What follows belongs to an exercise in optimizing a design on an open flow for small area; a production flow would make more cautious choices. Function was checked by simulation only, so behaviour that the tests miss may differ from the original. Power is estimated from default activity; no workload was simulated.

==> flow/design.v (excerpt) <==
module axis_fir_15 #
    (
        parameter integer C_S00_AXIS_TDATA_WIDTH    = 64,
        parameter integer C_M00_AXIS_TDATA_WIDTH    = 64
    )
    (
        input wire  s00_axis_aclk, s00_axis_aresetn,
        input wire  s00_axis_tlast, s00_axis_tvalid,
        input wire [C_S00_AXIS_TDATA_WIDTH-1 : 0] s00_axis_tdata,
        input wire [(C_S00_AXIS_TDATA_WIDTH/8)-1: 0] s00_axis_tstrb,
        output logic  s00_axis_tready,
        input wire  m00_axis_aclk, m00_axis_aresetn,
        input wire  m00_axis_tready,
        output logic  m00_axis_tvalid, m00_axis_tlast,
        output logic [C_M00_AXIS_TDATA_WIDTH-1 : 0] m00_axis_tdata,
        output logic [(C_M00_AXIS_TDATA_WIDTH/8)-1: 0] m00_axis_tstrb
    );
==> flow/config.mk <==
export PLATFORM = sky130hd
export DESIGN_NAME = axis_fir_15
export DESIGN_NICKNAME = axis_fir_15
export VERILOG_FILES = /design/flow/design.v
export SDC_FILE = /design/flow/constraint.sdc
export NUM_CORES = 8
export LEC_CHECK = 0
export CAP_MARGIN = 20
export CORE_MARGIN = 2
export CORE_UTILIZATION = 75
export CTS_BUF_LIST = sky130_fd_sc_hd__clkbuf_8
export CTS_CLUSTER_DIAMETER = 60
export CTS_CLUSTER_SIZE = 16
export SLEW_MARGIN = 20
export SYNTH_HIERARCHICAL = 1
==> flow/constraint.sdc <==
create_clock -name core_clock -period 12.0 [get_ports {s00_axis_aclk}]
set_input_delay 2.4000 -clock core_clock [delete_from_list [all_inputs] [get_ports {s00_axis_aclk}]]
set_output_delay 2.4000 -clock core_clock [all_outputs]
set_load 0.01 [all_outputs]
standard.sh (not shown) runs the stock make flow with config.mk's settings and CLKGATE_MAP_FILE= SYNTH_SCRIPT=/design/flow/synth_recipe.tcl, a recipe that flattens the netlist after the stock synthesis.
==> flow/flow/run.sh <==
#!/bin/bash
set -euo pipefail
export BUFFER_PORTS_ARGS="-buffer_cell sky130_fd_sc_hd__buf_1"
export CTS_ARGS="-sink_clustering_enable -repair_clock_nets -buf_list sky130_fd_sc_hd__clkbuf_8 -sink_clustering_size 18 -sink_clustering_max_diameter 60 -dont_use_dummy_load"
bash standard.sh > standard.log 2>&1
Rerun with:
--- a/flow/design.v
+++ b/flow/design.v
@@ -2797,24 +2797,24 @@
     assign s1802 = acc[39] ^ 1'b1;
     assign c1803 = acc[39] & 1'b1;
     wire s1804;
     wire c1805;
     assign s1804 = acc[40] ^ 1'b1;
     assign c1805 = acc[40] & 1'b1;
     wire [AW-1:0] ra = {c1803, c1801, c1799, c1797, s1796, c1787, c1785, c1783, c1781, c1779, c1777, c1775, c1773, c1771, c1769, c1767, c1765, c1763, c1761, c1759, c1757, c1755, c1753, c1751, c1749, c1747, c1745, c1743, c1741, c1739, c1737, c1735, c1733, c1731, c1729, c1795, s1794, s1792, s1790, s1726, s1662};
     wire [AW-1:0] rb = {s1804, s1802, s1800, s1798, 1'b1, s1788, s1786, s1784, s1782, s1780, s1778, s1776, s1774, s1772, s1770, s1768, s1766, s1764, s1762, s1760, s1758, s1756, s1754, s1752, s1750, s1748, s1746, s1744, s1742, s1740, s1738, s1736, s1734, s1732, s1730, s1728, 1'b1, 1'b0, 1'b0, 1'b0, 1'b0};
-    wire [11:0] rc;
+    wire [13:0] rc;
     wire [AW-1:0] sum;
     assign sum[0] = ra[0] ^ rb[0];
     assign rc[0] = ra[0] & rb[0];
-    for (genvar j = 1; j < 12; j++) begin : g_rip
+    for (genvar j = 1; j < 14; j++) begin : g_rip
         fa_cell u_r (.a(ra[j]), .b(rb[j]), .c(rc[j-1]), .s(sum[j]), .co(rc[j]));
     end
-    assign sum[AW-1:12] = ra[AW-1:12] + rb[AW-1:12] + {{(AW-12-1){1'b0}}, rc[11]};
+    assign sum[AW-1:14] = ra[AW-1:14] + rb[AW-1:14] + {{(AW-14-1){1'b0}}, rc[13]};
     logic [AW-1:0] acc_d;
     for (genvar j = 0; j < AW; j++) begin : g_acc
         hold1 u_h (.d(sum[j]), .q(acc[j]), .en(load_r), .en_n(hold_r), .y(acc_d[j]));
     end
     always_ff @(posedge s00_axis_aclk) acc <= acc_d;
     assign m00_axis_tdata = {{(64-AW){acc[AW-1]}}, acc};
 endmodule
 module fa_cell (input wire a, b, c, output wire s, co);
What happened: Via count drops by 0.38%; worst setup slack degrades by 0.84 ns; fmax drops by 7.3%; hold slack improves by 0.0087 ns; register-to-register slack degrades by 0.84 ns; die area stays flat; clock skew drops by 0.023 ns; synthesized area is about the same.

========
axis_fir_15, a different RTL version from the one above (not shown whole).
Size in the first run: about 7900 cells after synthesis, ~150 I/O pins.
Settings: LEC_CHECK=0, CAP_MARGIN=20, CORE_MARGIN=2, CORE_UTILIZATION=75, CTS_BUF_LIST=sky130_fd_sc_hd__clkbuf_8, CTS_CLUSTER_DIAMETER=60, CTS_CLUSTER_SIZE=16, SLEW_MARGIN=20, SYNTH_HIERARCHICAL=1; clock period 12.0 ns.
Scripts as last shown in full above: flow/flow/run.sh
The first run completed with no timing, DRC or antenna violations.
Change:
--- a/flow/design.v
+++ b/flow/design.v
@@ -3121,32 +3121,25 @@
     assign s1800 = acc[38] ^ 1'b1;
     assign c1801 = acc[38] & 1'b1;
     wire s1802;
     wire c1803;
     assign s1802 = acc[39] ^ 1'b1;
     assign c1803 = acc[39] & 1'b1;
     wire s1804;
     wire c1805;
     assign s1804 = acc[40] ^ 1'b1;
     assign c1805 = acc[40] & 1'b1;
     wire [AW-1:0] ra = {c1803, c1801, c1799, c1797, s1796, c1787, c1785, c1783, c1781, c1779, c1777, c1775, c1773, c1771, c1769, c1767, c1765, c1763, c1761, c1759, c1757, c1755, c1753, c1751, c1749, c1747, c1745, c1743, c1741, c1739, c1737, c1735, c1733, c1731, c1729, c1795, s1794, s1792, s1790, s1726, s1662};
     wire [AW-1:0] rb = {s1804, s1802, s1800, s1798, 1'b1, s1788, s1786, s1784, s1782, s1780, s1778, s1776, s1774, s1772, s1770, s1768, s1766, s1764, s1762, s1760, s1758, s1756, s1754, s1752, s1750, s1748, s1746, s1744, s1742, s1740, s1738, s1736, s1734, s1732, s1730, s1728, 1'b1, 1'b0, 1'b0, 1'b0, 1'b0};
-    wire [11:0] rc;
-    wire [AW-1:0] sum;
-    assign sum[0] = ra[0] ^ rb[0];
-    assign rc[0] = ra[0] & rb[0];
-    for (genvar j = 1; j < 12; j++) begin : g_rip
-        fa_cell u_r (.a(ra[j]), .b(rb[j]), .c(rc[j-1]), .s(sum[j]), .co(rc[j]));
-    end
-    assign sum[AW-1:12] = ra[AW-1:12] + rb[AW-1:12] + {{(AW-12-1){1'b0}}, rc[11]};
+    wire [AW-1:0] sum = ra + rb;
     logic [AW-1:0] acc_d;
     for (genvar j = 0; j < AW; j++) begin : g_acc
         hold1 u_h (.d(sum[j]), .q(acc[j]), .en(load_r), .en_n(hold_r), .y(acc_d[j]));
     end
     always_ff @(posedge s00_axis_aclk) acc <= acc_d;
     assign m00_axis_tdata = {{(64-AW){acc[AW-1]}}, acc};
 endmodule
 module fa_cell (input wire a, b, c, output wire s, co);
     assign s = a ^ b ^ c;
     assign co = (a & b) | (a & c) | (b & c);
 endmodule
 module hold1 (input wire d, q, en, en_n, output wire y);
The new run went through all stages and came out clean.
Global-route usage fell by 0.11 points.
Hold slack is worse by 6.6 ps.
Setup slack is better by 3000 ps.
Critical path depth fell by 7.
Utilization rose by 0.17 points.
Wire length rose by 0.39%.
Total power rose by 3.1%.
Register-to-register slack is better by 3000 ps.
First-iteration DRC count rose by 1.1%.
Clock skew rose by 26 ps.
Combinational power rose by 23%.
Final cell count rose by 0.80%.
Synthesized area rose by 0.33%.
Non-clock buffer count does not change.

re-timing with driven ports:
No port has a modelled driver above. Below, the same layouts with a new extraction and two added sets of constraints. Step 1: set_driving_cell puts a clkbuf_16 on s00_axis_aclk and a buf_2 on each other input, an assumption about the parent block. Step 2 moves the port delays by t, midway between the first and last clock arrival at a register: inputs arrive t later, outputs are due t later. That takes back most of the time a late clock gives input paths. Three values: no drivers, after step 1, after step 2; two values: the first two.
run | shift t [ns] | setup WS [ns] | clock arrival spread, ns
the first run of note 1 | 0.996 | 1.344 / 1.344 / 1.344 | 0.084 / 0.083
the second run of note 1 | 0.987 | 0.507 / 0.507 / 0.507 | 0.070 / 0.071
the first run of note 2 | 0.996 | 1.119 / 1.119 / 1.119 | 0.077 / 0.077
the second run of note 2 | 0.992 | 4.154 / 4.154 / 4.084 | 0.105 / 0.105
After both steps every run listed still meets setup and hold. The setup slack of the second run of note 2, which loses most, moves by 0.000 ns with the drivers and by -0.070 ns with both steps.
